Background: an optimization exercise with open tools, aiming at small area, a short achievable clock period and few clock cycles per item. Do not read the settings as production practice.
At most, simulation tests tie the RTL to the original design; equivalence was not proved.
For runs 3 and 4, only the layout was checked, not whether the RTL still works.
No activity file was given, so power comes from the tool's default toggle rates.

--- flow/flow/run.sh ---
#!/bin/bash
set -uo pipefail
cd "$(dirname "$0")/.."
bash standard.sh \
  "BUFFER_PORTS_ARGS=-buffer_cell sky130_fd_sc_hd__buf_1" \
  SETUP_SLACK_MARGIN=7.8 \
  finish > standard.log 2>&1
--- flow/standard.sh ---
#!/bin/bash
# synth_recipe.tcl (not shown) runs the flow's synth.tcl, then flattens the netlist and writes it again
# the make line also repeats each setting of config.mk as NAME=value (left out here)
make -C /OpenROAD-flow-scripts/flow DESIGN_CONFIG=/design/flow/config.mk WORK_HOME=/design/flow/orfs CLKGATE_MAP_FILE= SYNTH_SCRIPT=/design/flow/synth_recipe.tcl "${@:-finish}"
--- flow/config.mk ---
export PLATFORM = sky130hd
export DESIGN_NAME = sha256
export DESIGN_NICKNAME = sha256
export VERILOG_FILES = /design/flow/design.v
export SDC_FILE = /design/flow/constraint.sdc
export NUM_CORES = 4
export LEC_CHECK = 0
export ABC_AREA = 1
export CAP_MARGIN = 20
export CORE_MARGIN = 2
export CORE_UTILIZATION = 40
export CTS_BUF_LIST = sky130_fd_sc_hd__clkbuf_8
export CTS_CLUSTER_SIZE = 30
export PLACE_DENSITY = 0.5
export SLEW_MARGIN = 20
export SYNTH_HIERARCHICAL = 1
--- flow/constraint.sdc ---
create_clock -name core_clock -period 12.0 [get_ports {clk}]
set_input_delay 2.4000 -clock core_clock [delete_from_list [all_inputs] [get_ports {clk}]]
set_output_delay 2.4000 -clock core_clock [all_outputs]
set_load 0.01 [all_outputs]
--- flow/design.v ---
module sha256(
    input clk,
    input reset,
    input [71:0] input_number,
    output done,
    output [255:0] hash,
    output [71:0] answer_number
);
    localparam [31:0] IV0 = 32'h6a09e667, IV1 = 32'hbb67ae85,
                      IV2 = 32'h3c6ef372, IV3 = 32'ha54ff53a,
                      IV4 = 32'h510e527f, IV5 = 32'h9b05688c,
                      IV6 = 32'h1f83d9ab, IV7 = 32'h5be0cd19;
    reg [71:0]  msg;             
    reg         done_r;
    reg [7:0]   lo;              
    reg [8:0]   hi;              
    reg         ph_pre, ph_rnd, ph_fin, ph_wmsg, idle;
    reg         ph_sh;           
    reg [31:0]  a, b, c, d, e, f, g, h;
    reg [31:0]  hkw;             
    reg [31:0]  w [0:15];        
    assign done = done_r;
    assign hash = {e, f, g, h, a, b, c, d};
    assign answer_number = msg;
    wire [31:0] kc;
    assign kc[0] = (hi[0] & (lo[1] | lo[2] | lo[3] | lo[4] | lo[5] | lo[7])) | (hi[1] & (lo[1] | lo[3] | lo[6])) | (hi[2] & (lo[0] | lo[4])) | (hi[3] & (lo[1] | lo[3] | lo[4] | lo[5] | lo[6] | lo[7])) | (hi[4] & (lo[0] | lo[3] | lo[5] | lo[7])) | (hi[5] & (lo[0] | lo[1] | lo[3] | lo[4] | lo[6])) | (hi[6] & (lo[3] | lo[4] | lo[6] | lo[7])) | (hi[7] & (lo[1] | lo[5] | lo[6])) | (hi[8] & (lo[0] | lo[1] | lo[3]));
    assign kc[1] = (hi[0] & (lo[2] | lo[4])) | (hi[1] & (lo[2] | lo[3] | lo[5] | lo[6])) | (hi[2] & (lo[1] | lo[2] | lo[4] | lo[5] | lo[7])) | (hi[3] & (lo[0] | lo[3] | lo[4] | lo[5] | lo[7])) | (hi[4] & (lo[3] | lo[5] | lo[6])) | (hi[5] & (lo[1] | lo[3])) | (hi[6] & (lo[0] | lo[4] | lo[5] | lo[6] | lo[7])) | (hi[7] & (lo[0] | lo[1] | lo[4] | lo[5] | lo[6] | lo[7])) | (hi[8] & (lo[1] | lo[3]));
    assign kc[2] = (hi[0] & (lo[2] | lo[3] | lo[6] | lo[7])) | (hi[1] & (lo[2] | lo[4] | lo[5] | lo[6] | lo[7])) | (hi[2] & (lo[1] | lo[2] | lo[3] | lo[4] | lo[6])) | (hi[3] & (lo[1] | lo[3] | lo[5] | lo[7])) | (hi[4] & (lo[0] | lo[2] | lo[4] | lo[6] | lo[7])) | (hi[5] & (lo[5] | lo[6])) | (hi[6] & (lo[0] | lo[2] | lo[3] | lo[6])) | (hi[7] & (lo[0] | lo[1] | lo[2] | lo[6])) | (hi[8] & (lo[2] | lo[3]));
    assign kc[3] = (hi[0] & (lo[0] | lo[2] | lo[4])) | (hi[1] & (lo[0] | lo[2] | lo[5])) | (hi[2] & (lo[3] | lo[4] | lo[5] | lo[6] | lo[7])) | (hi[3] & (lo[1] | lo[2])) | (hi[4] & (lo[1] | lo[2] | lo[5] | lo[6])) | (hi[5] & (lo[1] | lo[4])) | (hi[6] & (lo[1] | lo[2] | lo[5] | lo[6])) | (hi[7] & (lo[0] | lo[1] | lo[3] | lo[4] | lo[5])) | (hi[8] & (lo[0] | lo[1] | lo[2] | lo[3]));
    assign kc[4] = (hi[0] & (lo[0] | lo[1] | lo[4] | lo[5] | lo[7])) | (hi[1] & (lo[0] | lo[2] | lo[4] | lo[5] | lo[7])) | (hi[2] & (lo[6] | lo[7])) | (hi[3] & (lo[0] | lo[4] | lo[6])) | (hi[4] & (lo[1] | lo[2] | lo[3] | lo[4] | lo[5])) | (hi[5] & (lo[2] | lo[4] | lo[7])) | (hi[6] & (lo[0] | lo[3] | lo[4] | lo[7])) | (hi[7] & (lo[2] | lo[4] | lo[6] | lo[7])) | (hi[8] & (lo[0] | lo[3]));
    assign kc[5] = (hi[0] & (lo[3] | lo[5] | lo[6])) | (hi[1] & (lo[2] | lo[4] | lo[5] | lo[6] | lo[7])) | (hi[2] & (lo[4] | lo[5])) | (hi[3] & (lo[1] | lo[4] | lo[7])) | (hi[4] & (lo[1] | lo[2] | lo[5] | lo[6])) | (hi[5] & (lo[0] | lo[2] | lo[3] | lo[5] | lo[7])) | (hi[6] & (lo[3] | lo[4] | lo[7])) | (hi[7] & (lo[0] | lo[1] | lo[4] | lo[5] | lo[6] | lo[7])) | (hi[8] & (lo[1] | lo[3]));
    assign kc[6] = (hi[0] & (lo[2] | lo[4] | lo[5] | lo[7])) | (hi[1] & (lo[3] | lo[4] | lo[5] | lo[7])) | (hi[2] & (lo[0] | lo[2] | lo[3] | lo[4] | lo[6] | lo[7])) | hi[3] | (hi[4] & (lo[2] | lo[4])) | (hi[5] & (lo[1] | lo[2] | lo[7])) | (hi[6] & (lo[2] | lo[5] | lo[6] | lo[7])) | (hi[7] & (lo[0] | lo[1] | lo[4] | lo[5] | lo[6] | lo[7])) | (hi[8] & (lo[3]));
    assign kc[7] = (hi[0] & (lo[0] | lo[1] | lo[2] | lo[3] | lo[5] | lo[6] | lo[7])) | (hi[1] & (lo[0] | lo[2] | lo[3] | lo[5] | lo[6])) | (hi[2] & (lo[0] | lo[1] | lo[2] | lo[3] | lo[5] | lo[6] | lo[7])) | (hi[3] & (lo[2] | lo[3] | lo[4])) | (hi[4] & (lo[0] | lo[2] | lo[5] | lo[7])) | (hi[5] & (lo[0] | lo[3] | lo[6])) | (hi[6] & (lo[3] | lo[4] | lo[7])) | (hi[7] & (lo[0] | lo[4] | lo[5] | lo[6] | lo[7])) | (hi[8] & (lo[1] | lo[2]));
    assign kc[8] = (hi[0] & (lo[0] | lo[2] | lo[3] | lo[5])) | (hi[1] & (lo[1] | lo[2] | lo[3] | lo[4] | lo[5] | lo[7])) | (hi[2] & (lo[0] | lo[1] | lo[2] | lo[3] | lo[6])) | (hi[3] & (lo[0] | lo[2] | lo[3] | lo[4] | lo[5] | lo[6] | lo[7])) | (hi[4] & (lo[1] | lo[2] | lo[3] | lo[4] | lo[6])) | (hi[5] & (lo[2] | lo[3] | lo[6])) | (hi[6] & (lo[0] | lo[2] | lo[7])) | (hi[7] & (lo[1] | lo[4] | lo[6])) | (hi[8] & (lo[0] | lo[1]));
    assign kc[9] = (hi[0] & (lo[0] | lo[2] | lo[3] | lo[4] | lo[6] | lo[7])) | (hi[1] & (lo[0] | lo[1] | lo[6])) | (hi[2] & (lo[1])) | (hi[3] & (lo[1] | lo[2] | lo[3] | lo[4] | lo[6])) | (hi[4] & (lo[0] | lo[4] | lo[5])) | (hi[5] & (lo[1] | lo[2] | lo[5])) | (hi[6] & (lo[2] | lo[5] | lo[6] | lo[7])) | (hi[7] & (lo[0] | lo[1] | lo[3] | lo[4] | lo[6])) | (hi[8] & (lo[3]));
    assign kc[10] = (hi[0] & (lo[0] | lo[1] | lo[7])) | (hi[1] & (lo[2] | lo[3] | lo[4] | lo[6])) | (hi[2] & (lo[1] | lo[2] | lo[4] | lo[5])) | (hi[3] & (lo[1] | lo[2] | lo[3])) | (hi[4] & (lo[2] | lo[3] | lo[7])) | (hi[5] & (lo[1] | lo[5] | lo[6])) | (hi[6] & (lo[1] | lo[2] | lo[3] | lo[4] | lo[7])) | (hi[7] & (lo[4] | lo[5])) | (hi[8] & (lo[0]));
    assign kc[11] = (hi[0] & (lo[0] | lo[2] | lo[3] | lo[7])) | (hi[1] & (lo[0] | lo[1] | lo[3] | lo[4])) | (hi[2] & (lo[0] | lo[2] | lo[4] | lo[6] | lo[7])) | (hi[3] & (lo[3] | lo[4] | lo[7])) | (hi[4] & (lo[0] | lo[2] | lo[3] | lo[5] | lo[6] | lo[7])) | (hi[5] & (lo[0] | lo[2] | lo[4])) | (hi[6] & (lo[1] | lo[3] | lo[4] | lo[5] | lo[6] | lo[7])) | (hi[7] & (lo[2] | lo[4] | lo[5] | lo[7])) | (hi[8] & (lo[0] | lo[1] | lo[2]));
    assign kc[12] = (hi[0] & (lo[2] | lo[3] | lo[5] | lo[7])) | (hi[1] & (lo[1] | lo[3] | lo[4] | lo[5] | lo[7])) | (hi[2] & (lo[2])) | (hi[3] & (lo[0] | lo[3] | lo[5])) | (hi[4] & (lo[4])) | (hi[5] & (lo[3] | lo[6])) | (hi[6] & (lo[2] | lo[3])) | (hi[7] & (lo[2] | lo[4] | lo[7])) | (hi[8] & (lo[1] | lo[3]));
    assign kc[13] = (hi[0] & (lo[0] | lo[2])) | (hi[1] & (lo[0] | lo[3] | lo[5] | lo[7])) | (hi[2] & (lo[0] | lo[3] | lo[4] | lo[6])) | (hi[3] & (lo[2] | lo[3] | lo[6] | lo[7])) | (hi[4] & (lo[1] | lo[2] | lo[4] | lo[7])) | (hi[5] & (lo[0] | lo[1] | lo[4] | lo[6] | lo[7])) | (hi[6] & (lo[1] | lo[2] | lo[3] | lo[5] | lo[7])) | (hi[7] & (lo[1] | lo[2] | lo[4] | lo[5] | lo[6] | lo[7])) | (hi[8] & (lo[2]));
    assign kc[14] = (hi[0] & (lo[1] | lo[2] | lo[3] | lo[4] | lo[7])) | (hi[1] & (lo[1] | lo[3] | lo[4] | lo[7])) | (hi[2] & (lo[0] | lo[1])) | (hi[3] & (lo[0] | lo[1] | lo[3] | lo[6])) | (hi[4] & (lo[2] | lo[4] | lo[6])) | (hi[5] & (lo[0] | lo[1] | lo[3] | lo[4])) | (hi[6] & (lo[0] | lo[1] | lo[2] | lo[6] | lo[7])) | (hi[7] & (lo[1] | lo[2] | lo[4] | lo[5] | lo[7])) | (hi[8] & (lo[0] | lo[1] | lo[2] | lo[3]));
    assign kc[15] = (hi[0] & (lo[2] | lo[3] | lo[4] | lo[6])) | (hi[1] & (lo[0] | lo[2] | lo[5] | lo[7])) | (hi[2] & (lo[2] | lo[3] | lo[5] | lo[6] | lo[7])) | (hi[3] & (lo[1] | lo[5])) | (hi[4] & (lo[6])) | (hi[5] & (lo[0] | lo[2] | lo[4] | lo[7])) | (hi[6] & (lo[0] | lo[3] | lo[5] | lo[6])) | (hi[7] & (lo[0] | lo[4] | lo[6])) | (hi[8] & (lo[0] | lo[1]));
    assign kc[16] = (hi[0] & (lo[1] | lo[3] | lo[5] | lo[6])) | (hi[1] & (lo[0] | lo[1] | lo[2] | lo[7])) | (hi[2] & (lo[0] | lo[2] | lo[4] | lo[7])) | (hi[3] & (lo[1] | lo[2] | lo[3] | lo[5] | lo[7])) | (hi[4] & (lo[0] | lo[1])) | (hi[5] & (lo[0] | lo[2] | lo[5])) | (hi[6] & (lo[1])) | (hi[7] & (lo[0] | lo[1] | lo[3] | lo[6] | lo[7])) | (hi[8] & (lo[1] | lo[2]));
    assign kc[17] = (hi[0] & (lo[0] | lo[1] | lo[4] | lo[6])) | (hi[1] & (lo[0] | lo[1] | lo[4] | lo[5] | lo[7])) | (hi[2] & (lo[0] | lo[1])) | (hi[3] & (lo[0] | lo[2] | lo[5] | lo[6])) | (hi[4] & (lo[0] | lo[1] | lo[4] | lo[5] | lo[6] | lo[7])) | (hi[5] & (lo[0] | lo[1] | lo[2] | lo[4] | lo[6] | lo[7])) | (hi[6] & (lo[1] | lo[7])) | (hi[7] & (lo[0] | lo[3] | lo[4])) | (hi[8] & (lo[1] | lo[3]));
    assign kc[18] = (hi[0] & (lo[1] | lo[3] | lo[4] | lo[6] | lo[7])) | (hi[1] & (lo[0] | lo[3] | lo[4] | lo[5] | lo[6])) | (hi[2] & (lo[1] | lo[3] | lo[5])) | (hi[3] & (lo[0] | lo[5])) | (hi[4] & (lo[0] | lo[2])) | (hi[5] & (lo[0] | lo[3] | lo[6])) | (hi[6] & (lo[0] | lo[1] | lo[4] | lo[6] | lo[7])) | (hi[7] & (lo[0] | lo[1] | lo[3] | lo[4])) | (hi[8] & (lo[2] | lo[3]));
    assign kc[19] = (hi[0] & (lo[0] | lo[6] | lo[7])) | (hi[1] & (lo[3] | lo[4] | lo[5] | lo[6] | lo[7])) | (hi[2] & (lo[0] | lo[1] | lo[3] | lo[4] | lo[7])) | (hi[3] & (lo[0] | lo[3] | lo[6] | lo[7])) | (hi[4] & (lo[1] | lo[2] | lo[3] | lo[4] | lo[5])) | (hi[5] & (lo[0] | lo[1] | lo[2] | lo[3] | lo[5] | lo[6] | lo[7])) | (hi[6] & (lo[2] | lo[4] | lo[5] | lo[6] | lo[7])) | (hi[7] & (lo[0] | lo[2] | lo[4] | lo[6])) | (hi[8] & (lo[3]));
    assign kc[20] = (hi[0] & (lo[1] | lo[3] | lo[4] | lo[5] | lo[6] | lo[7])) | (hi[1] & (lo[2] | lo[4] | lo[5] | lo[6] | lo[7])) | (hi[2] & (lo[0] | lo[1] | lo[5] | lo[6] | lo[7])) | (hi[3] & (lo[0] | lo[1] | lo[3])) | (hi[4] & (lo[0] | lo[1] | lo[3] | lo[7])) | (hi[5] & (lo[0] | lo[1] | lo[4] | lo[5])) | (hi[6] & (lo[1] | lo[3] | lo[4] | lo[5] | lo[6])) | (hi[7] & (lo[4] | lo[5] | lo[6] | lo[7]));
    assign kc[21] = (hi[0] & (lo[1] | lo[3] | lo[5] | lo[6])) | (hi[1] & (lo[2] | lo[4])) | (hi[2] & (lo[1] | lo[4] | lo[5] | lo[6] | lo[7])) | (hi[3] & (lo[0] | lo[1] | lo[4] | lo[5] | lo[7])) | (hi[4] & (lo[0] | lo[2] | lo[3] | lo[5] | lo[7])) | (hi[5] & (lo[0] | lo[3] | lo[7])) | (hi[6] & (lo[0] | lo[1] | lo[3] | lo[7])) | (hi[7] & (lo[1] | lo[4] | lo[6] | lo[7])) | (hi[8] & (lo[0]));
    assign kc[22] = (hi[0] & (lo[2] | lo[4] | lo[5])) | (hi[1] & (lo[5] | lo[6])) | (hi[2] & (lo[2] | lo[4] | lo[5] | lo[7])) | (hi[3] & (lo[3] | lo[4] | lo[6])) | (hi[4] & (lo[5] | lo[6] | lo[7])) | (hi[5] & (lo[2] | lo[3] | lo[7])) | (hi[6] & (lo[2] | lo[5])) | (hi[7] & (lo[2] | lo[3] | lo[5] | lo[6] | lo[7])) | (hi[8] & (lo[0]));
    assign kc[23] = (hi[0] & (lo[0] | lo[2] | lo[3] | lo[5])) | (hi[1] & (lo[1] | lo[4] | lo[5] | lo[6] | lo[7])) | (hi[2] & (lo[0] | lo[1] | lo[2] | lo[4] | lo[6] | lo[7])) | (hi[3] & (lo[4] | lo[5] | lo[6])) | (hi[4] & (lo[0] | lo[6])) | (hi[5] & (lo[0] | lo[4] | lo[5])) | (hi[6] & (lo[0] | lo[3] | lo[5] | lo[6])) | (hi[7] & (lo[0] | lo[1] | lo[2] | lo[3] | lo[4] | lo[6])) | (hi[8] & (lo[0] | lo[1]));
    assign kc[24] = (hi[0] & (lo[1] | lo[2] | lo[3] | lo[4] | lo[5] | lo[7])) | (hi[1] & (lo[3] | lo[6] | lo[7])) | (hi[2] & (lo[1] | lo[2] | lo[4])) | (hi[3] & (lo[3] | lo[5])) | (hi[4] & (lo[0] | lo[2] | lo[3] | lo[4] | lo[6])) | (hi[5] & (lo[3] | lo[4])) | (hi[6] & (lo[0] | lo[2] | lo[4] | lo[6])) | (hi[8] & (lo[0] | lo[1] | lo[2] | lo[3]));
    assign kc[25] = (hi[0] & (lo[0] | lo[6] | lo[7])) | (hi[1] & (lo[1] | lo[4] | lo[6])) | (hi[2] & (lo[1] | lo[2] | lo[5] | lo[7])) | (hi[3] & (lo[3] | lo[4] | lo[6])) | (hi[4] & (lo[0] | lo[1] | lo[3] | lo[5] | lo[7])) | (hi[5] & (lo[0] | lo[2] | lo[3] | lo[5])) | (hi[6] & (lo[1] | lo[2] | lo[5] | lo[6])) | (hi[7] & (lo[6] | lo[7])) | (hi[8] & (lo[0] | lo[1] | lo[2]));
    assign kc[26] = (hi[0] & (lo[2])) | (hi[1] & (lo[2] | lo[3])) | (hi[2] & (lo[0] | lo[1] | lo[2] | lo[3] | lo[4] | lo[6] | lo[7])) | (hi[3] & (lo[3] | lo[4] | lo[5] | lo[6] | lo[7])) | (hi[4] & (lo[0] | lo[1] | lo[2] | lo[4] | lo[5])) | (hi[5] & (lo[3] | lo[5] | lo[6])) | (hi[6] & (lo[1] | lo[2] | lo[3] | lo[5])) | (hi[7] & (lo[0] | lo[2] | lo[3] | lo[5] | lo[6] | lo[7])) | (hi[8] & (lo[1]));
    assign kc[27] = (hi[0] & (lo[3] | lo[4] | lo[5] | lo[7])) | (hi[1] & (lo[0] | lo[6])) | (hi[2] & (lo[1] | lo[2] | lo[4] | lo[5] | lo[6])) | (hi[3] & (lo[0] | lo[1] | lo[3])) | (hi[4] & (lo[1] | lo[2])) | (hi[5] & (lo[1])) | (hi[6] & (lo[0] | lo[1] | lo[4] | lo[5] | lo[6] | lo[7])) | (hi[7] & (lo[1] | lo[3] | lo[6])) | (hi[8] & (lo[0] | lo[1] | lo[2]));
    assign kc[28] = (hi[0] & (lo[1] | lo[2] | lo[4] | lo[5] | lo[6])) | (hi[1] & (lo[0] | lo[1] | lo[3] | lo[4] | lo[6])) | (hi[2] & (lo[6] | lo[7])) | (hi[3] & (lo[0] | lo[2] | lo[3] | lo[5] | lo[7])) | (hi[4] & (lo[3] | lo[5] | lo[7])) | (hi[5] & (lo[4] | lo[5] | lo[6] | lo[7])) | (hi[6] & (lo[0] | lo[1] | lo[3] | lo[4] | lo[6])) | (hi[7] & (lo[0] | lo[1] | lo[4] | lo[6])) | (hi[8] & (lo[0] | lo[1] | lo[2] | lo[3]));
    assign kc[29] = (hi[0] & (lo[1] | lo[2] | lo[3] | lo[4] | lo[7])) | (hi[1] & (lo[2] | lo[4])) | (hi[2] & (lo[0] | lo[1] | lo[3] | lo[4] | lo[7])) | (hi[3] & (lo[1] | lo[2] | lo[3])) | (hi[4] & (lo[0] | lo[1] | lo[4] | lo[5])) | (hi[5] & (lo[0] | lo[1] | lo[6])) | (hi[6] & (lo[2] | lo[3] | lo[4] | lo[7])) | (hi[7] & (lo[0] | lo[1] | lo[5] | lo[6]));
    assign kc[30] = (hi[0] & (lo[0] | lo[1] | lo[3] | lo[5])) | (hi[1] & (lo[0] | lo[3] | lo[4] | lo[7])) | (hi[2] & (lo[0] | lo[1] | lo[5] | lo[6] | lo[7])) | (hi[3] & (lo[4] | lo[5])) | (hi[4] & (lo[2] | lo[3] | lo[4] | lo[5])) | (hi[5] & (lo[2] | lo[3] | lo[4] | lo[5] | lo[6])) | (hi[6] & (lo[5] | lo[6] | lo[7])) | (hi[7] & (lo[0] | lo[1] | lo[7])) | (hi[8] & (lo[0] | lo[3]));
    assign kc[31] = (hi[0] & (lo[2] | lo[3] | lo[6] | lo[7])) | (hi[1] & (lo[0] | lo[5] | lo[6] | lo[7])) | (hi[2] & (lo[0] | lo[1])) | (hi[3] & (lo[0] | lo[1] | lo[2] | lo[3] | lo[4] | lo[5])) | (hi[4] & (lo[6] | lo[7])) | (hi[5] & (lo[0] | lo[1] | lo[2] | lo[3] | lo[4] | lo[5] | lo[6])) | (hi[7] & (lo[2] | lo[3] | lo[4] | lo[5] | lo[6] | lo[7])) | (hi[8] & (lo[2]));
    function [31:0] rotr(input [31:0] x, input integer n);
        rotr = (x >> n) | (x << (32 - n));
    endfunction
    function [31:0] add_bk(input [31:0] x, input [31:0] y);
        reg [31:0] gg, pp, G, P;
        integer i, l, st;
        begin
            gg = x & y; pp = x ^ y;
            G = gg; P = pp;
            for (l = 0; l < 5; l = l + 1) begin
                st = 1 << l;
                for (i = 31; i >= 0; i = i - 1) if (i % (2*st) == 2*st - 1) begin
                    G[i] = G[i] | (P[i] & G[i-st]);
                    P[i] = P[i] & P[i-st];
                end
            end
            for (l = 3; l >= 0; l = l - 1) begin
                st = 1 << l;
                for (i = 31; i >= 0; i = i - 1) if (i >= 3*st - 1 && i % (2*st) == st - 1) begin
                    G[i] = G[i] | (P[i] & G[i-st]);
                    P[i] = P[i] & P[i-st];
                end
            end
            add_bk = pp ^ {G[30:0], 1'b0};
        end
    endfunction
    wire [31:0] S0  = rotr(a, 2) ^ rotr(a, 13) ^ rotr(a, 22);
    wire [31:0] S1  = rotr(e, 6) ^ rotr(e, 11) ^ rotr(e, 25);
    wire [31:0] ch  = (e & f) ^ (~e & g);
    wire [31:0] maj = (a & b) | (c & (a | b));
    wire [31:0] t1s, t1c_r;
    csa32 u_t1s (.x(hkw), .y(ch), .z(S1), .s(t1s), .c(t1c_r));
    wire [31:0] t1c = t1c_r << 1;
    wire [31:0] a2s, a2c_r;
    csa32 u_a2s (.x(t1s), .y(t1c), .z(maj), .s(a2s), .c(a2c_r));
    wire [31:0] a2c = a2c_r << 1;
    wire [31:0] a3s, a3c_r;
    csa32 u_a3s (.x(a2s), .y(a2c), .z(S0), .s(a3s), .c(a3c_r));
    wire [31:0] a3c = a3c_r << 1;
    wire [31:0] a_new = a3s + a3c;
    wire [31:0] ivd = ({32{lo[1]}} & IV3) | ({32{lo[2]}} & IV2) |
                      ({32{lo[3]}} & IV1) | ({32{lo[4]}} & IV0);
    wire [31:0] ex  = ph_fin ? ivd : t1s;
    wire [31:0] ey  = t1c & {32{~ph_fin}};
    wire [31:0] e2s, e2c_r;
    csa32 u_e2s (.x(ex), .y(ey), .z(d), .s(e2s), .c(e2c_r));
    wire [31:0] e2c = e2c_r << 1;
    wire [31:0] e_new = e2s + e2c;
    wire [31:0] s0w = rotr(w[14], 7) ^ rotr(w[14], 18) ^ (w[14] >> 3);
    wire [31:0] s1w = rotr(w[1], 17) ^ rotr(w[1], 19) ^ (w[1] >> 10);
    wire [31:0] w1s, w1c_r;
    csa32 u_w1s (.x(w[6]), .y(w[15]), .z(s0w), .s(w1s), .c(w1c_r));
    wire [31:0] w1c = w1c_r << 1;
    wire [31:0] w2s, w2c_r;
    csa32 u_w2s (.x(w1s), .y(w1c), .z(s1w), .s(w2s), .c(w2c_r));
    wire [31:0] w2c = w2c_r << 1;
    wire [31:0] w_sched;
    add32bk u_w_sched (.x(w2s), .y(w2c), .s(w_sched));
    wire [31:0] w_msg = ({32{hi[0] & lo[0]}} & msg[39:8]) |
                        ({32{hi[0] & lo[1]}} & {msg[7:0], 8'h80, 16'h0}) |
                        ({32{hi[1] & lo[6]}} & 32'd72);
    wire [31:0] w0_next = idle ? input_number[71:40]
                        : ph_wmsg ? w_msg : w_sched;
    wire [31:0] hx = ph_pre ? IV7 : g;
    wire [31:0] hz = w[0] & {32{~hi[8]}};
    wire [31:0] h1s, h1c_r;
    csa32 u_h1s (.x(hx), .y(kc), .z(hz), .s(h1s), .c(h1c_r));
    wire [31:0] h1c = h1c_r << 1;
    wire [31:0] hkw_next;
    add32bk u_hkw_next (.x(h1s), .y(h1c), .s(hkw_next));
    integer j;
    always @(posedge clk) begin
        for (j = 15; j > 0; j = j - 1) w[j] <= w[j-1];
        w[0] <= w0_next;
        hkw <= hkw_next;
    end
    function [31:0] pick(input [31:0] v_sh, input [31:0] v_hold, input [31:0] v_iv);
        pick = ({32{ph_sh}} & v_sh) | ({32{idle}} & v_hold) | ({32{ph_pre}} & v_iv);
    endfunction
    always @(posedge clk) begin
        a <= ({32{ph_rnd}} & a_new) | ({32{ph_fin}} & hkw) |
             ({32{idle}} & a) | ({32{ph_pre}} & IV0);
        b <= pick(a, b, IV1);
        c <= pick(b, c, IV2);
        d <= pick(c, d, IV3);
        e <= pick(e_new, e, IV4);
        f <= pick(e, f, IV5);
        g <= pick(f, g, IV6);
        h <= pick(g, h, IV7);
    end
    wire start = (input_number != msg);
    wire c64 = hi[8] & lo[0];
    wire c68 = hi[8] & lo[4];
    always @(posedge clk) begin
        if (start) begin
            lo <= 8'd1;
            hi <= 9'd1;
        end else begin
            lo <= {lo[6:0], lo[7]};
            if (lo[7]) hi <= {hi[7:0], hi[8]};
        end
    end
    always @(posedge clk or posedge reset) begin
        if (reset) begin
            msg <= 72'h0;
            done_r <= 1'b0;
            ph_pre <= 1'b0;
            ph_rnd <= 1'b0;
            ph_fin <= 1'b0;
            ph_sh <= 1'b0;
            ph_wmsg <= 1'b0;
            idle <= 1'b1;
        end else begin
            msg <= input_number;
            done_r <= start ? 1'b0 : (ph_fin & c68) ? 1'b1 : done_r;
            ph_pre <= start;
            ph_rnd <= ~start & (ph_pre | (ph_rnd & ~c64));
            ph_fin <= ~start & ((ph_rnd & c64) | (ph_fin & ~c68));
            ph_sh <= ~start & (ph_pre | ph_rnd | (ph_fin & ~c68));
            idle <= ~start & (idle | (ph_fin & c68));
            ph_wmsg <= start | (~start & (ph_pre | ph_rnd) & (hi[0] | (hi[1] & ~lo[6] & ~lo[7])));
        end
    end
endmodule
module csa32(input [31:0] x, input [31:0] y, input [31:0] z,
             output [31:0] s, output [31:0] c);
    assign s = ~(~x ^ y ^ z);
    assign c = ~((~x & ~y) | (~z & (~x | ~y)));
endmodule
module add32bk(input [31:0] x, input [31:0] y, output [31:0] s);
    wire [31:0] p0 = x ^ y;
    wire [31:0] g0 = x & y;
    wire g1_1 = g0[1] | (p0[1] & g0[0]);
    wire p1_1 = p0[1] & p0[0];
    wire g1_3 = g0[3] | (p0[3] & g0[2]);
    wire p1_3 = p0[3] & p0[2];
    wire g1_5 = g0[5] | (p0[5] & g0[4]);
    wire p1_5 = p0[5] & p0[4];
    wire g1_7 = g0[7] | (p0[7] & g0[6]);
    wire p1_7 = p0[7] & p0[6];
    wire g1_9 = g0[9] | (p0[9] & g0[8]);
    wire p1_9 = p0[9] & p0[8];
    wire g1_11 = g0[11] | (p0[11] & g0[10]);
    wire p1_11 = p0[11] & p0[10];
    wire g1_13 = g0[13] | (p0[13] & g0[12]);
    wire p1_13 = p0[13] & p0[12];
    wire g1_15 = g0[15] | (p0[15] & g0[14]);
    wire p1_15 = p0[15] & p0[14];
    wire g1_17 = g0[17] | (p0[17] & g0[16]);
    wire p1_17 = p0[17] & p0[16];
    wire g1_19 = g0[19] | (p0[19] & g0[18]);
    wire p1_19 = p0[19] & p0[18];
    wire g1_21 = g0[21] | (p0[21] & g0[20]);
    wire p1_21 = p0[21] & p0[20];
    wire g1_23 = g0[23] | (p0[23] & g0[22]);
    wire p1_23 = p0[23] & p0[22];
    wire g1_25 = g0[25] | (p0[25] & g0[24]);
    wire p1_25 = p0[25] & p0[24];
    wire g1_27 = g0[27] | (p0[27] & g0[26]);
    wire p1_27 = p0[27] & p0[26];
    wire g1_29 = g0[29] | (p0[29] & g0[28]);
    wire p1_29 = p0[29] & p0[28];
    wire g1_31 = g0[31] | (p0[31] & g0[30]);
    wire p1_31 = p0[31] & p0[30];
    wire g2_3 = g1_3 | (p1_3 & g1_1);
    wire p2_3 = p1_3 & p1_1;
    wire g2_7 = g1_7 | (p1_7 & g1_5);
    wire p2_7 = p1_7 & p1_5;
    wire g2_11 = g1_11 | (p1_11 & g1_9);
    wire p2_11 = p1_11 & p1_9;
    wire g2_15 = g1_15 | (p1_15 & g1_13);
    wire p2_15 = p1_15 & p1_13;
    wire g2_19 = g1_19 | (p1_19 & g1_17);
    wire p2_19 = p1_19 & p1_17;
    wire g2_23 = g1_23 | (p1_23 & g1_21);
    wire p2_23 = p1_23 & p1_21;
    wire g2_27 = g1_27 | (p1_27 & g1_25);
    wire p2_27 = p1_27 & p1_25;
    wire g2_31 = g1_31 | (p1_31 & g1_29);
    wire p2_31 = p1_31 & p1_29;
    wire g3_7 = g2_7 | (p2_7 & g2_3);
    wire p3_7 = p2_7 & p2_3;
    wire g3_15 = g2_15 | (p2_15 & g2_11);
    wire p3_15 = p2_15 & p2_11;
    wire g3_23 = g2_23 | (p2_23 & g2_19);
    wire p3_23 = p2_23 & p2_19;
    wire g3_31 = g2_31 | (p2_31 & g2_27);
    wire p3_31 = p2_31 & p2_27;
    wire g4_15 = g3_15 | (p3_15 & g3_7);
    wire p4_15 = p3_15 & p3_7;
    wire g4_31 = g3_31 | (p3_31 & g3_23);
    wire p4_31 = p3_31 & p3_23;
    wire g5_31 = g4_31 | (p4_31 & g4_15);
    wire p5_31 = p4_31 & p4_15;
    wire g6_23 = g3_23 | (p3_23 & g4_15);
    wire p6_23 = p3_23 & p4_15;
    wire g7_11 = g2_11 | (p2_11 & g3_7);
    wire p7_11 = p2_11 & p3_7;
    wire g7_19 = g2_19 | (p2_19 & g4_15);
    wire p7_19 = p2_19 & p4_15;
    wire g7_27 = g2_27 | (p2_27 & g6_23);
    wire p7_27 = p2_27 & p6_23;
    wire g8_5 = g1_5 | (p1_5 & g2_3);
    wire p8_5 = p1_5 & p2_3;
    wire g8_9 = g1_9 | (p1_9 & g3_7);
    wire p8_9 = p1_9 & p3_7;
    wire g8_13 = g1_13 | (p1_13 & g7_11);
    wire p8_13 = p1_13 & p7_11;
    wire g8_17 = g1_17 | (p1_17 & g4_15);
    wire p8_17 = p1_17 & p4_15;
    wire g8_21 = g1_21 | (p1_21 & g7_19);
    wire p8_21 = p1_21 & p7_19;
    wire g8_25 = g1_25 | (p1_25 & g6_23);
    wire p8_25 = p1_25 & p6_23;
    wire g8_29 = g1_29 | (p1_29 & g7_27);
    wire p8_29 = p1_29 & p7_27;
    wire g9_2 = g0[2] | (p0[2] & g1_1);
    wire p9_2 = p0[2] & p1_1;
    wire g9_4 = g0[4] | (p0[4] & g2_3);
    wire p9_4 = p0[4] & p2_3;
    wire g9_6 = g0[6] | (p0[6] & g8_5);
    wire p9_6 = p0[6] & p8_5;
    wire g9_8 = g0[8] | (p0[8] & g3_7);
    wire p9_8 = p0[8] & p3_7;
    wire g9_10 = g0[10] | (p0[10] & g8_9);
    wire p9_10 = p0[10] & p8_9;
    wire g9_12 = g0[12] | (p0[12] & g7_11);
    wire p9_12 = p0[12] & p7_11;
    wire g9_14 = g0[14] | (p0[14] & g8_13);
    wire p9_14 = p0[14] & p8_13;
    wire g9_16 = g0[16] | (p0[16] & g4_15);
    wire p9_16 = p0[16] & p4_15;
    wire g9_18 = g0[18] | (p0[18] & g8_17);
    wire p9_18 = p0[18] & p8_17;
    wire g9_20 = g0[20] | (p0[20] & g7_19);
    wire p9_20 = p0[20] & p7_19;
    wire g9_22 = g0[22] | (p0[22] & g8_21);
    wire p9_22 = p0[22] & p8_21;
    wire g9_24 = g0[24] | (p0[24] & g6_23);
    wire p9_24 = p0[24] & p6_23;
    wire g9_26 = g0[26] | (p0[26] & g8_25);
    wire p9_26 = p0[26] & p8_25;
    wire g9_28 = g0[28] | (p0[28] & g7_27);
    wire p9_28 = p0[28] & p7_27;
    wire g9_30 = g0[30] | (p0[30] & g8_29);
    wire p9_30 = p0[30] & p8_29;
    wire [31:0] cg = {g5_31, g9_30, g8_29, g9_28, g7_27, g9_26, g8_25, g9_24, g6_23, g9_22, g8_21, g9_20, g7_19, g9_18, g8_17, g9_16, g4_15, g9_14, g8_13, g9_12, g7_11, g9_10, g8_9, g9_8, g3_7, g9_6, g8_5, g9_4, g2_3, g9_2, g1_1, g0[0]};
    assign s = p0 ^ {cg[30:0], 1'b0};
endmodule
==> impl_metrics.ini, run 1 <==
[status]
outcome = complete, no violations

[detailed_routing]
ant_nets = 0
vias = 33819
drt_wl_total_mm = 169
post_drt_wl_per_cell_microns = 26.3
drt_pass1_iterations = 6
drt_iter0_drc = 3476
via_per_inst = 5.26
drt_drc_violations_left = 0

[floorplanning]
dieArea_sq_mm = 0.106
rows = 117
fp.dieW_microns = 325
die-height_microns = 325
core_area_sq_mm = 0.102
start_util_pct = 40.4
boundaryPins = 403

[sta]
fin_skew_ps = 36.0
worst_pin_slew_ps = 1160
period_needed_ps = 4140
finalSetupViolCount = 0
worst_slack_ps = 7860
max_freq_mhz = 241
hold_violations = 0
setup_tns_ps = 0
maxSlewHeadroom_pct = 22.8
grt_setup_unrepaired = yes
period_share_pct = 34.5
drv_slew = 0

[job]
cap_violations = 0

[yosys]
avgSynthCellArea_sq_um = 9.19
ys_types = 59
ys_async_sr_fraction_pct = 8.82
yosys.area.top_type_share_pct = 39.7
yosysSeqAreaShare_pct = 44.5
synth_seq_cells = 896
ys.flop_type = dfxtp_1
yosys.area.top_type = dfxtp_1
synth_area_leaders = dfxtp_1 40%, fa_1 13%, nand2_1 8.1%
synth_area_sq_mm = 0.0412
yosysWarnings = 9
synth-edff-count = 0
syn_inst = 4483

[setup_path]
critical_path_arrival_ps = 1740
endpoint_kind = output pin
path_buf_inv = 1
timing.critical_path.cells = buf_1
timing.rr.start = hi[4]
worstPathRequired_ps = 9600
cp_top_family = flip-flops
r2r_slack_ps = 7870
r2r.worst_path.cells = 21
criticalPathCategory = flop to output pin
r2r_end = hkw[21]
path_max_fanout = 7
cpPeakStageDelay_ps = 680
start_kind = flop
critPathSlowestCell = dfxtp_1

[grt]
grt_max_degree = 190
grt_pass1_wl_mm = 238
grt_pass1_vias = 32472
antenna_found_initial = 8
grt_overflow = 0
gr-usage-all-layers_pct = 31.4

[clock_tree]
htreeDepth = 4
cts.sinks = 896
cts-buffers-inserted = 150
cts_hold_buffers = 0
clk_pin_slew_worst_paths_ps = 70
cts_tree = built
cts-root-buf = clkbuf_8
clock_latency_ps = 860
clockBufferDepth = 3

[power]
powerDensity_mw_per_mm2 = 167
finalPower_mw = 8.14
ir_drop_mv = 0.0940
p_leak_nw = 21.2

[finish]
final_util_pct = 47.8
layout_commonest_cell = nand2_1
top_register = w
mostFrequentLayoutCells = 870 x nand2_1, 743 x dfxtp_1, 510 x inv_1
layout.nets = 5392
largest_reg_flops = 512
syn2layout_area_growth_pct = 18.4
nFillCells = 9985
drive_gt1_share_pct = 13.2
top_regs = w: 512 flops, msg: 72 flops

[min_path]
hold_class = flop to flop
worstHoldEndpoint = w[6][17]
worstHoldStart = w[5][17]
whs_path_depth = 0

[placed_design]
port_buffers = 402
hpwl_mm = 132
gp_congestion = 1.00
dp_slack_ps = 7120
-- power by group --
group | switching (mW) | leakage, nW | internal [mW]
combinational | 1.33 | 11.7 | 0.808
clock | 1.32 | 1.78 | 1.47
sequential | 0.109 | 7.73 | 3.10
-- synth_stat cells (8+ instances only) --
cell	n
nand2_1	891
dfxtp_1	817
inv_1	484
o21ai_0	270
fa_1	258
xnor2_1	257
nor2_1	255
a21oi_1	208
clkbuf_1	162
nand3_1	142
ha_1	118
dfrtp_1	78
a221o_1	65
xor2_1	54
nand4_1	47
a221oi_1	30
o22ai_1	30
maj3_1	29
nand2_2	21
nor3_1	21
a22o_1	20
nor2_2	20
o21ai_1	16
buf_2	15
inv_2	15
o21bai_1	14
a211oi_1	12
or2_2	12
nor2_4	11
o211ai_1	10
a31oi_1	9
buf_1	9
buf_6	8
-- worst max path at each step --
stage	startpoint	endpoint	slack, ps	cells after the start
4_1_cts	e[0]	a[29]	7740	19
3_5_place_dp	input_number[65]	ph_wmsg	7120	9
5_1_grt	w[14][1]	w[0][22]	7740	18
2_1_floorplan	e[11]	a[29]	8150	21
3_3_place_gp	input_number[65]	ph_wmsg	7140	9
6_report	a[29]	hash[125]	7860	1
-- per-stage QoR --
step                hold slack (ps)  std cells  instance area (sq um)
finish                          308       6429                  48800
floorplan                       310       4488                  41200
detailed placement              312       6097                  43900
CTS                             306       6373                  47400
global placement                310       6097                  43900
global route                    306       6428                  48800
-- cell families after synthesis --
family | synth area share, %
buffers and inverters | 6.65
AOI/OAI and AO/OA | 10.7
xor gates and xnor gates | 6.61
DFF | 44.5
adders and majority gates | 16.8
and+or+nand+nor | 14.7
other | 0.00910
-- per-module statistics from Yosys (local to each module, per instance) --
| module | cells | cell area (sq um) | times used | flip-flops and latches |
|---|---|---|---|---|
| add32bk | 173 | 1340 | 2 | 0 |
| csa32 | 32 | 641 | 7 | 0 |
| sha256 | 3913 | 34000 | 1 | 896 |
-- layer usage --
layer / vias up / wire length (microns) / part of all wire, % / GRT usage, %
met2: 1612 / 73900 / 44 / 47.4
met4: 2 / 6610 / 3.9 / 11.4
li1: 15369 / - / - / -
met1: 16518 / 74000 / 44 / 44.3
met5: - / 7 / 0.0041 / 0
met3: 318 / 14700 / 8.7 / 6.45
-- timing repair --
item                                    4_1_cts  5_1_grt
endpoints found under the hold margin         0        0
setup buffers                                 9       52
gates resized for setup                     135      243
pin swaps                                    10       75
endpoints found under the setup margin      106       58
cloned                                        0        0
-- area by class of cell --
cell class                      instances  area [sq um]  share of cell area [%]
Multi-Input combinational cell       2887         21000                    43.1
Inverter                              507          1990                    4.08
Clock inverter                         86           633                    1.30
Timing Repair Buffer                  500          2400                    4.93
Antenna cell                            4          10.0                  0.0205
Tap cell                             1368          1710                    3.51
Sequential cell                       896         18500                    38.0
Clock buffer                          181          2490                    5.10
Testbench counts, summed over its fixed seeds: cycles 26,880, items 384.
==> inputs of run 2 (changes only) <==
==> flow/flow/run.sh (replaced) <==
#!/bin/bash
set -uo pipefail
cd "$(dirname "$0")/.."
bash standard.sh \
  "BUFFER_PORTS_ARGS=-buffer_cell sky130_fd_sc_hd__buf_1" \
  SETUP_SLACK_MARGIN=7.95 \
  finish > standard.log 2>&1
==> impl_metrics.ini, run 2 <==
[detailed_routing]
drt_wl_total_mm = 171
via_per_inst = 5.26
drt_iter0_drc = 3624
post_drt_wl_per_cell_microns = 26.3
drt_drc_violations_left = 0
vias = 34204
drt_pass1_iterations = 6
ant_nets = 0

[sta]
grt_setup_unrepaired = yes
drv_slew = 0
worst_pin_slew_ps = 1330
period_needed_ps = 4040
setup_tns_ps = 0
finalSetupViolCount = 0
hold_violations = 0
maxSlewHeadroom_pct = 11.5
max_freq_mhz = 248
period_share_pct = 33.7
fin_skew_ps = 33.4

[yosys]
avgSynthCellArea_sq_um = 9.19
yosys.area.top_type_share_pct = 39.7
synth_seq_cells = 896
syn_inst = 4483
synth-edff-count = 0
synth_area_leaders = dfxtp_1 40%, fa_1 13%, nand2_1 8.1%
yosys.area.top_type = dfxtp_1
ys_types = 59
yosysSeqAreaShare_pct = 44.5
yosysWarnings = 9
ys.flop_type = dfxtp_1
synth_area_sq_mm = 0.0412
ys_async_sr_fraction_pct = 8.82
synth.most_common_cell = nand2_1
synth_common_cells = 891 x nand2_1, 817 x dfxtp_1, 484 x inv_1, 270 x o21ai_0, 258 x fa_1

[placed_design]
dp_cells = 6097
gp_congestion = 1.00
hpwl_mm = 132
port_buffers = 402

[setup_path]
worstPathRequired_ps = 12740
timing.critical_path.cells = buf_12, nor2_1, buf_6, inv_1, nor2_2, o21ai_1, nor4_1, nand4_1, fa_2, ha_1, a21o_1, nand3_1, nand2_1, a21oi_4, nand2_4, nand2_2, nand2_2, nand2_2, nand2_2, fa_2, xnor2_1
cp_top_family = simple AND/OR/NAND/NOR gates
criticalPathCategory = flop to flop
endpoint_kind = flop
start_kind = flop
cp_common_cell = nand2_2
cpPeakStageDelay_ps = 560
critical_path_arrival_ps = 4780
path_buf_inv = 3
critPathSlowestCell = fa_2
path_max_fanout = 7

[status]
outcome = complete, no violations

[clock_tree]
cts-buffers-inserted = 150
clk_pin_slew_worst_paths_ps = 60
cts_tree = built
clock_latency_ps = 870
htreeDepth = 4
clockBufferDepth = 3
cts.sinks = 896
cts-root-buf = clkbuf_8
cts_hold_buffers = 0

[power]
ir_drop_mv = 0.0940
powerDensity_mw_per_mm2 = 166
p_leak_nw = 21.7

[finish]
top_register = w
mostFrequentLayoutCells = 846 x nand2_1, 708 x dfxtp_1, 504 x inv_1
seq_area_sq_mm = 0.0186
nFillCells = 9856
drive_gt1_share_pct = 18.1
layout.nets = 5464
largest_reg_flops = 512
finalNonFillerCells = 6500
top_regs = w: 512 flops, msg: 72 flops
multiInputGateArea_sq_mm = 0.0219
layout_commonest_cell = nand2_1
syn2layout_area_growth_pct = 22.4

[job]
cap_violations = 0

[floorplanning]
fp.dieW_microns = 325
die-height_microns = 325
start_util_pct = 40.4
boundaryPins = 403
rows = 117
dieArea_sq_mm = 0.106
core_area_sq_mm = 0.102

[grt]
grt_max_degree = 190
antenna_found_initial = 8
grt_pass1_vias = 32715
grt_pass1_wl_mm = 239
gr-usage-all-layers_pct = 31.5
grt_overflow = 0

[min_path]
hold_class = flop to flop
-- run 2: cell counts after synthesis --
No cell type changed its count.
-- run 2: per-module statistics from Yosys (local to each module, per instance) --
| module | area, sq um | flops+latches | cells |
|---|---|---|---|
| add32bk | 1340 | 0 | 173 |
| csa32 | 641 | 0 | 32 |
| sha256 | 34000 | 896 | 3913 |
-- run 2: logic make-up (layout without fill, tap and decap cells) --
group | after synthesis | after routing | synth area share, %
AOI/OAI and AO/OA | 721 | 721 | 10.7
adders and majority gates | 405 | 405 | 16.8
and+or+nand+nor | 1444 | 1444 | 14.7
other | 1 | 9 | 0.00910
buffers and inverters | 705 | 1346 | 6.65
xor gates and xnor gates | 311 | 311 | 6.61
DFF | 896 | 896 | 44.5
-- run 2: area by class of cell --
class,instances,area share [%]
clock buffers,181,4.94
diodes,3,0.0149
inverters,507,3.96
repair buffers,571,5.98
well taps,1368,3.39
flip-flops and latches,896,37.0
multi-input cells,2887,43.5
repair inverters,1,0.0149
clock inverters,86,1.26
-- run 2: path summary, 6_finish.rpt --
| check | startpoint | endpoint | slack (ps) | cells past startpoint |
|---|---|---|---|---|
| worst max-delay path | lo[0] | hkw[31] | 7960 | 21 |
| worst min-delay path | w[5][17] | w[6][17] | 310 | 0 |
| worst max register to register | lo[0] | hkw[31] | 7960 | 21 |
| worst min register to register | w[5][17] | w[6][17] | 310 | 0 |
| max in group asynchronous | reset | ph_sh | 9100 | 3 |
| min in group asynchronous | reset | msg[5] | 1690 | 2 |
-- run 2: what timing repair did --
action | 4_1_cts | 5_1_grt
gates cloned | 0 | 2
hold endpoints to repair | 0 | 0
pin swaps | 41 | 137
resized for setup | 349 | 307
endpoints found under the setup margin | 167 | 77
buffers inserted | 39 | 92
-- run 2: routing by layer --
layer | track usage, % | share of wire, % | vias to the layer above
li1 | - | - | 15500
met1 | 44.3 | 43 | 16711
met4 | 11.8 | 4.4 | 10
met2 | 47.6 | 43 | 1613
met5 | 0 | 0.040 | -
met3 | 6.61 | 8.9 | 370
-- run 2: stage by stage --
stage	cell area (sq um)	util [%]	setup slack, ps	hold slack (ps)	power (mW)
final	50400	49.4	7960	307	8.35
after CTS	48300	47.4	7850	306	8.16
after global placement	43900	43.0	7140	310	5.24
after global routing	50400	49.4	7790	309	8.79
after floorplan	41200	-	8150	310	4.55
after detailed placement	43900	43.0	7120	312	5.24
-- run 2: where the power goes --
part	leakage [nW]	switching, mW	total, mW	internal [mW]
Sequential	7.73	0.109	3.20	3.09
Clock	1.78	1.33	2.79	1.47
Combinational	12.2	1.41	2.36	0.944
Total	21.7	2.85	8.35	5.50
==> inputs of run 3 (changes only) <==
--- a/flow/design.v
+++ b/flow/design.v
@@ -18,2 +18,3 @@
     reg         ph_sh;           
+    reg         ph_wsch;         
     reg [31:0]  a, b, c, d, e, f, g, h;
@@ -118,4 +119,4 @@
                         ({32{hi[1] & lo[6]}} & 32'd72);
-    wire [31:0] w0_next = idle ? input_number[71:40]
-                        : ph_wmsg ? w_msg : w_sched;
+    wire [31:0] w0_next = ({32{idle}} & input_number[71:40]) |
+                          ({32{ph_wmsg}} & w_msg) | ({32{ph_wsch}} & w_sched);
     wire [31:0] hx = ph_pre ? IV7 : g;
@@ -167,2 +168,3 @@
             ph_sh <= 1'b0;
+            ph_wsch <= 1'b0;
             ph_wmsg <= 1'b0;
@@ -178,2 +180,3 @@
             ph_wmsg <= start | (~start & (ph_pre | ph_rnd) & (hi[0] | (hi[1] & ~lo[6] & ~lo[7])));
+            ph_wsch <= ~start & (ph_pre | ph_rnd | ph_fin) & ~((ph_pre | ph_rnd) & (hi[0] | (hi[1] & ~lo[6] & ~lo[7]))) & ~(ph_fin & c68);
         end
==> flow/flow/run.sh (replaced) <==
#!/bin/bash
set -uo pipefail
cd "$(dirname "$0")/.."
bash standard.sh \
  "BUFFER_PORTS_ARGS=-buffer_cell sky130_fd_sc_hd__buf_1" \
  SETUP_SLACK_MARGIN=7.8 \
  finish > standard.log 2>&1
==> impl_metrics.ini, run 3 <==
[yosys]
synth_top_family_by_area = adder cells
syn_inst = 4439
ys_types = 61
synth-compound-area-share_pct = 9.89
synth_common_cells = 896 x nand2_1, 817 x dfxtp_1, 449 x inv_1, 263 x xnor2_1, 259 x nor2_1
yosys.area.top_type = dfxtp_1
synth-edff-count = 0
synth_area_sq_mm = 0.0411
synthAdderAreaFrac_pct = 16.8
synth-simple-area-share_pct = 15.4
synth.most_common_cell = nand2_1
muxShareOfSynthArea_pct = 0
synth_area_leaders = dfxtp_1 40%, fa_1 13%, nand2_1 8.2%
yosys.area.top_type_share_pct = 39.8
yosys.area_share.xor_xnor_pct = 6.94
avgSynthCellArea_sq_um = 9.27
ys_async_sr_fraction_pct = 8.92
yosysWarnings = 9
synth_seq_cells = 897
yosysSeqAreaShare_pct = 44.6
ys.flop_type = dfxtp_1

[sta]
fin_skew_ps = 48.6
period_share_pct = 34.9
worst_pin_slew_ps = 1160
maxSlewHeadroom_pct = 22.5
max_freq_mhz = 238
drv_slew = 0
hold_violations = 0
finalSetupViolCount = 0
setup_tns_ps = 0
period_needed_ps = 4190
grt_setup_unrepaired = yes

[finish]
final_cell_area_sq_mm = 0.0496
largest_reg_flops = 512
layout.nets = 5399
drive_gt1_share_pct = 15.6
top_regs = w: 512 flops, msg: 72 flops
mostFrequentLayoutCells = 865 x nand2_1, 746 x dfxtp_1, 455 x inv_1
top_register = w
layout_commonest_cell = nand2_1
finalNonFillerCells = 6441
syn2layout_area_growth_pct = 20.5

[grt]
grt_overflow = 0
antenna_found_initial = 7
grt_pass1_wl_mm = 241
grt_pass1_vias = 32303
gr-usage-all-layers_pct = 31.8
grt_max_degree = 95

[power]
combPwrFrac_pct = 25.2
power_switching_mw = 2.74
p_int_mw = 5.60
powerDensity_mw_per_mm2 = 168
clkPwrFrac_pct = 36.3
p_leak_nw = 21.4
swShare_pct = 32.8
ir_drop_mv = 0.122
p_seq_share_pct = 38.5

[placed_design]
hpwl_mm = 134
dp_cells = 6053
port_buffers = 402
gp_congestion = 0.987
placed_cell_area_sq_mm = 0.0438

[detailed_routing]
via_per_inst = 5.27
drt_iter0_drc = 3375
post_drt_wl_per_cell_microns = 26.6
drt_wl_total_mm = 172
ant_nets = 0
drt_drc_violations_left = 0
drt_pass1_iterations = 6
vias = 33957

[setup_path]
worstPathRequired_ps = 9600
cp_top_family = buffers and inverters
cp.depth = 2
critical_path_arrival_ps = 1790
r2r.worst_path.cells = 20
start_kind = flop
endpoint_kind = output pin
path_buf_inv = 2
critPathSlowestCell = dfxtp_1
criticalPathCategory = flop to output pin
cpPeakStageDelay_ps = 450
timing.critical_path.cells = buf_4, buf_1
path_max_fanout = 6

[clock_tree]
cts-buffers-inserted = 153
cts-root-buf = clkbuf_8
cts.sinks = 897
cts_tree = built
clockBufferDepth = 3
clock_latency_ps = 860
clk_pin_slew_worst_paths_ps = 60
htreeDepth = 4

[floorplanning]
dieArea_sq_mm = 0.105
rows = 117
start_util_pct = 40.4
fp.dieW_microns = 325
die-height_microns = 325
core_area_sq_mm = 0.102
boundaryPins = 403

[job]
cap_violations = 0

[status]
outcome = complete, no violations

[min_path]
whs_path_depth = 0
hold_class = flop to flop
==> run 3: layout make-up <==
class	instances	area, sq um
Fill cell	9980	52300
Multi-Input combinational cell	2880	21300
Sequential cell	897	18600
Clock buffer	195	2680
Timing Repair Buffer	542	2660
Inverter	475	1910
Tap cell	1368	1710
Clock inverter	78	721
Antenna cell	6	15.0
==> run 3: cells by family after synthesis <==
logic type | Yosys count
xor gates and xnor gates | 326
adders and majority gates | 405
AOI/OAI and AO/OA | 657
other | 1
buffers and inverters | 668
and+or+nand+nor | 1485
DFF | 897
==> run 3: per-layer routing <==
layer  part of all wire, %  wire, microns  GRT usage [%]  up-vias
met5                 0.021             36              0        -
li1                      -              -              -    15339
met3                    10          17200           8.12      322
met2                    42          72800           46.7     1699
met1                    44          75300           45.4    16591
met4                   3.6           6210           11.0        6
==> run 3: timing repair <==
action / 4_1_cts / 5_1_grt
hold buffers: 0 / 0
setup endpoints to repair: 98 / 53
cloned: 0 / 1
resized for setup: 156 / 280
pin swaps: 10 / 68
setup buffers: 5 / 103
==> run 3: worst paths after layout <==
| kind | startpoint | to | slack, ps |
|---|---|---|---|
| worst min-delay path | w[3][23] | w[4][23] | 290 |
| max in group asynchronous | reset | ph_pre | 9120 |
| min in group asynchronous | reset | msg[37] | 1490 |
| worst min register to register | w[3][23] | w[4][23] | 290 |
| worst max register to register | lo[5] | hkw[23] | 7850 |
| worst max-delay path | a[1] | hash[97] | 7810 |
==> run 3: Yosys stat by module, one instance, submodules excluded <==
module / times used / cell area [sq um]
add32bk: 2 / 1340
csa32: 7 / 641
sha256: 1 / 34000
==> run 3: power by group through the flow <==
stage | Combinational (mW) | Clock, mW | Sequential (mW)
after floorplan | 1.33 | 0 | 3.22
after global placement | 1.94 | 0 | 3.28
after detailed placement | 1.93 | 0 | 3.28
after CTS | 1.96 | 3.09 | 3.21
after global routing | 2.33 | 3.23 | 3.22
final | 2.10 | 3.02 | 3.21
==> run 3: through the flow <==
| step | hold WS [ps] | setup slack (ps) | power [mW] | utilization (%) |
|---|---|---|---|---|
| final | 295 | 7810 | 8.33 | 48.7 |
| after global routing | 307 | 7730 | 8.78 | 48.7 |
| after CTS | 292 | 7740 | 8.26 | 46.7 |
| after detailed placement | 312 | 6800 | 5.21 | 43.0 |
| after global placement | 310 | 6790 | 5.22 | 43.0 |
| after floorplan | 310 | 8150 | 4.55 | - |
==> inputs of run 4 (changes only) <==
--- a/flow/config.mk
+++ b/flow/config.mk
@@ -10,6 +10,6 @@
 export CORE_MARGIN = 2
-export CORE_UTILIZATION = 40
+export CORE_UTILIZATION = 45
 export CTS_BUF_LIST = sky130_fd_sc_hd__clkbuf_8
 export CTS_CLUSTER_SIZE = 30
-export PLACE_DENSITY = 0.5
+export PLACE_DENSITY = 0.55
 export SLEW_MARGIN = 20
==> impl_metrics.ini, run 4 <==
[status]
outcome = complete, no violations

[floorplanning]
boundaryPins = 403
fp.dieW_microns = 306
core_area_sq_mm = 0.0903
start_util_pct = 45.6
rows = 110
dieArea_sq_mm = 0.0939
die-height_microns = 306

[min_path]
hold_class = flop to flop
worstHoldStart = w[10][5]
worstHoldEndpoint = w[11][5]
whs_path_depth = 0

[sta]
worst_pin_slew_ps = 1010
finalSetupViolCount = 0
setup_tns_ps = 0
max_freq_mhz = 240
fin_skew_ps = 47.8
worst_slack_ps = 7840
grt_setup_unrepaired = yes
period_share_pct = 34.7
maxSlewHeadroom_pct = 32.7
hold_violations = 0
whs_ps = 310
drv_slew = 0
period_needed_ps = 4160

[setup_path]
path_buf_inv = 1
r2r.worst_path.cells = 15
r2r_slack_ps = 7860
cpPeakStageDelay_ps = 670
endpoint_kind = output pin
timing.critical_path.cells = buf_1
worstPathRequired_ps = 9600
r2r_end = a[27]
start_kind = flop
cp-startpoint = a[22]
critical_path_arrival_ps = 1760
critPathSlowestCell = dfxtp_1
timing.rr.start = e[2]
criticalPathCategory = flop to output pin
cp_top_family = flip-flops
path_max_fanout = 7

[yosys]
yosysWarnings = 9
yosys.area.top_type = dfxtp_1
synth_common_cells = 896 x nand2_1, 817 x dfxtp_1, 449 x inv_1, 263 x xnor2_1, 259 x nor2_1
yosys.area.top_type_share_pct = 39.8
synth_seq_cells = 897
synth_area_leaders = dfxtp_1 40%, fa_1 13%, nand2_1 8.2%
ys_async_sr_fraction_pct = 8.92
synth_area_sq_mm = 0.0411
ys_types = 61
ys.flop_type = dfxtp_1
avgSynthCellArea_sq_um = 9.27
synth.most_common_cell = nand2_1
synth-edff-count = 0
yosysSeqAreaShare_pct = 44.6
syn_inst = 4439

[detailed_routing]
drt_iter0_drc = 3775
drt_wl_total_mm = 168
via_per_inst = 5.47
drt_drc_violations_left = 0
post_drt_wl_per_cell_microns = 27.2
drt_pass1_iterations = 6
vias = 33905
ant_nets = 0

[clock_tree]
cts-buffers-inserted = 150
clockBufferDepth = 3
clock_latency_ps = 860
htreeDepth = 4
clk_pin_slew_worst_paths_ps = 60
cts.sinks = 897
cts_tree = built
cts-root-buf = clkbuf_8
cts_hold_buffers = 0

[grt]
antenna_found_initial = 10
grt_overflow = 0
grt_pass1_vias = 32593
gr-usage-all-layers_pct = 35.5
grt_max_degree = 81
grt_pass1_wl_mm = 238

[finish]
syn2layout_area_growth_pct = 18.6
mostFrequentLayoutCells = 873 x nand2_1, 745 x dfxtp_1, 473 x inv_1
top_regs = w: 512 flops, msg: 72 flops
layout_commonest_cell = nand2_1
largest_reg_flops = 512
layout.nets = 5345
top_register = w
nFillCells = 8466
drive_gt1_share_pct = 14.2

[placed_design]
hpwl_mm = 131
port_buffers = 402
gp_congestion = 1.01
dp_slack_ps = 6930

[job]
cap_violations = 0

[power]
powerDensity_mw_per_mm2 = 171
ir_drop_mv = 0.117
p_leak_nw = 21.1
[run 4: cell types whose count changed in the layout (fill, tap and decap cells not counted), moves of 6 or more]
| cell | delta |
|---|---|
| clkinvlp_4 | -9 |
| nand2_2 | -7 |
| dfxtp_4 | +11 |
| clkbuf_8 | -10 |
| o21ai_1 | +6 |
| xnor2_1 | -11 |
| clkinv_2 | +10 |
| buf_4 | -45 |
| dfxtp_2 | -10 |
| inv_2 | -11 |
| xnor2_2 | +10 |
| nand2_1 | +8 |
| inv_1 | +18 |
[run 4: final cells by class]
cell class	count	area, sq um	area share, %
Tap cell	1176	1470	3.01
Timing Repair inverter	1	5.00	0.0103
Clock buffer	185	2550	5.22
Multi-Input combinational cell	2879	21300	43.7
Inverter	475	1910	3.91
Antenna cell	4	10.0	0.0205
Timing Repair Buffer	491	2220	4.56
Sequential cell	897	18600	38.1
Clock inverter	86	711	1.46
[run 4: metal layers]
metal	part of all wire, %	GRT usage (%)	vias up
li1	-	-	15239
met1	44	51.9	16651
met2	42	51.2	1703
met3	10	8.78	302
met4	3.2	11.5	10
met5	0.036	0	-
[run 4: repair_timing]
item / 4_1_cts / 5_1_grt
gates cloned: 0 / 1
pin swaps: 14 / 65
setup endpoints to repair: 102 / 53
endpoints found under the hold margin: 0 / 0
buffers inserted: 13 / 51
resized for setup: 154 / 276
[run 4: report_power, final]
part,leakage [nW],switching (mW),internal (mW)
Combinational,11.5,1.39,0.811
Sequential,7.75,0.111,3.10
Clock,1.85,1.32,1.60
[run 4: worst max-delay path by stage]
stage,slack [ps],endpoint,cells past startpoint
finish,7840,hash[118],1
global route,7740,hkw[31],20
CTS,7750,hkw[31],15
detailed placement,6930,hkw[31],22
global placement,6880,hkw[31],22
floorplan,8150,a[29],21
[run 4: logic make-up after synthesis]
group           count (synthesis)  synth area share [%]
simple gates                 1485                  15.4
flops                         897                  44.6
buf+inv                       668                  6.32
compound gates                657                  9.89
fa+ha+maj                     405                  16.8
xor+xnor                      326                  6.94
other cells                     1               0.00911
[run 4: metrics by stage]
stage	std cells	utilization [%]	power [mW]	cell area [sq um]
floorplan	4444	-	4.55	41200
global placement	5854	48.2	5.29	43500
detailed placement	5854	48.2	5.29	43500
CTS	6138	52.3	8.24	47300
global route	6192	54.0	8.74	48800
finish	6194	54.1	8.33	48800
[run 4: per-module statistics from Yosys, one instance, submodules excluded]
module | copies in the design | area [sq um]
add32bk | 2 | 1340
csa32 | 7 | 641
sha256 | 1 | 34000

==> static timing again, ports no longer ideal <==
Ports are ideal in the flow. The routed layouts listed here were re-timed in OpenROAD. Step 1, drivers: a clkbuf_16 drives clk and a buf_2 each remaining input, both assumed. Step 2 moves the port delays by t, midway between the first and last clock arrival at a register: inputs arrive t later, outputs are due t later. That takes back most of the time a late clock gives input paths. Three values: no drivers, after step 1, after step 2; two values: the first two.
run	shift t [ns]	setup slack, ns	latest minus earliest clock arrival (ns)	worst register clock-pin slew, ns
run 1	0.922	7.857 / 7.781 / 7.114	0.038 / 0.038	0.07 / 0.07
run 2	0.917	7.961 / 7.933 / 7.345	0.035 / 0.036	0.07 / 0.07
run 3	0.916	7.807 / 7.731 / 7.123	0.051 / 0.052	0.07 / 0.07
run 4	0.920	7.839 / 7.762 / 7.600	0.066 / 0.066	0.08 / 0.08
After both steps setup and hold are still met in every run listed. For run 1, which loses most, drivers alone change the setup slack by -0.076 ns; drivers and shift together by -0.743 ns.
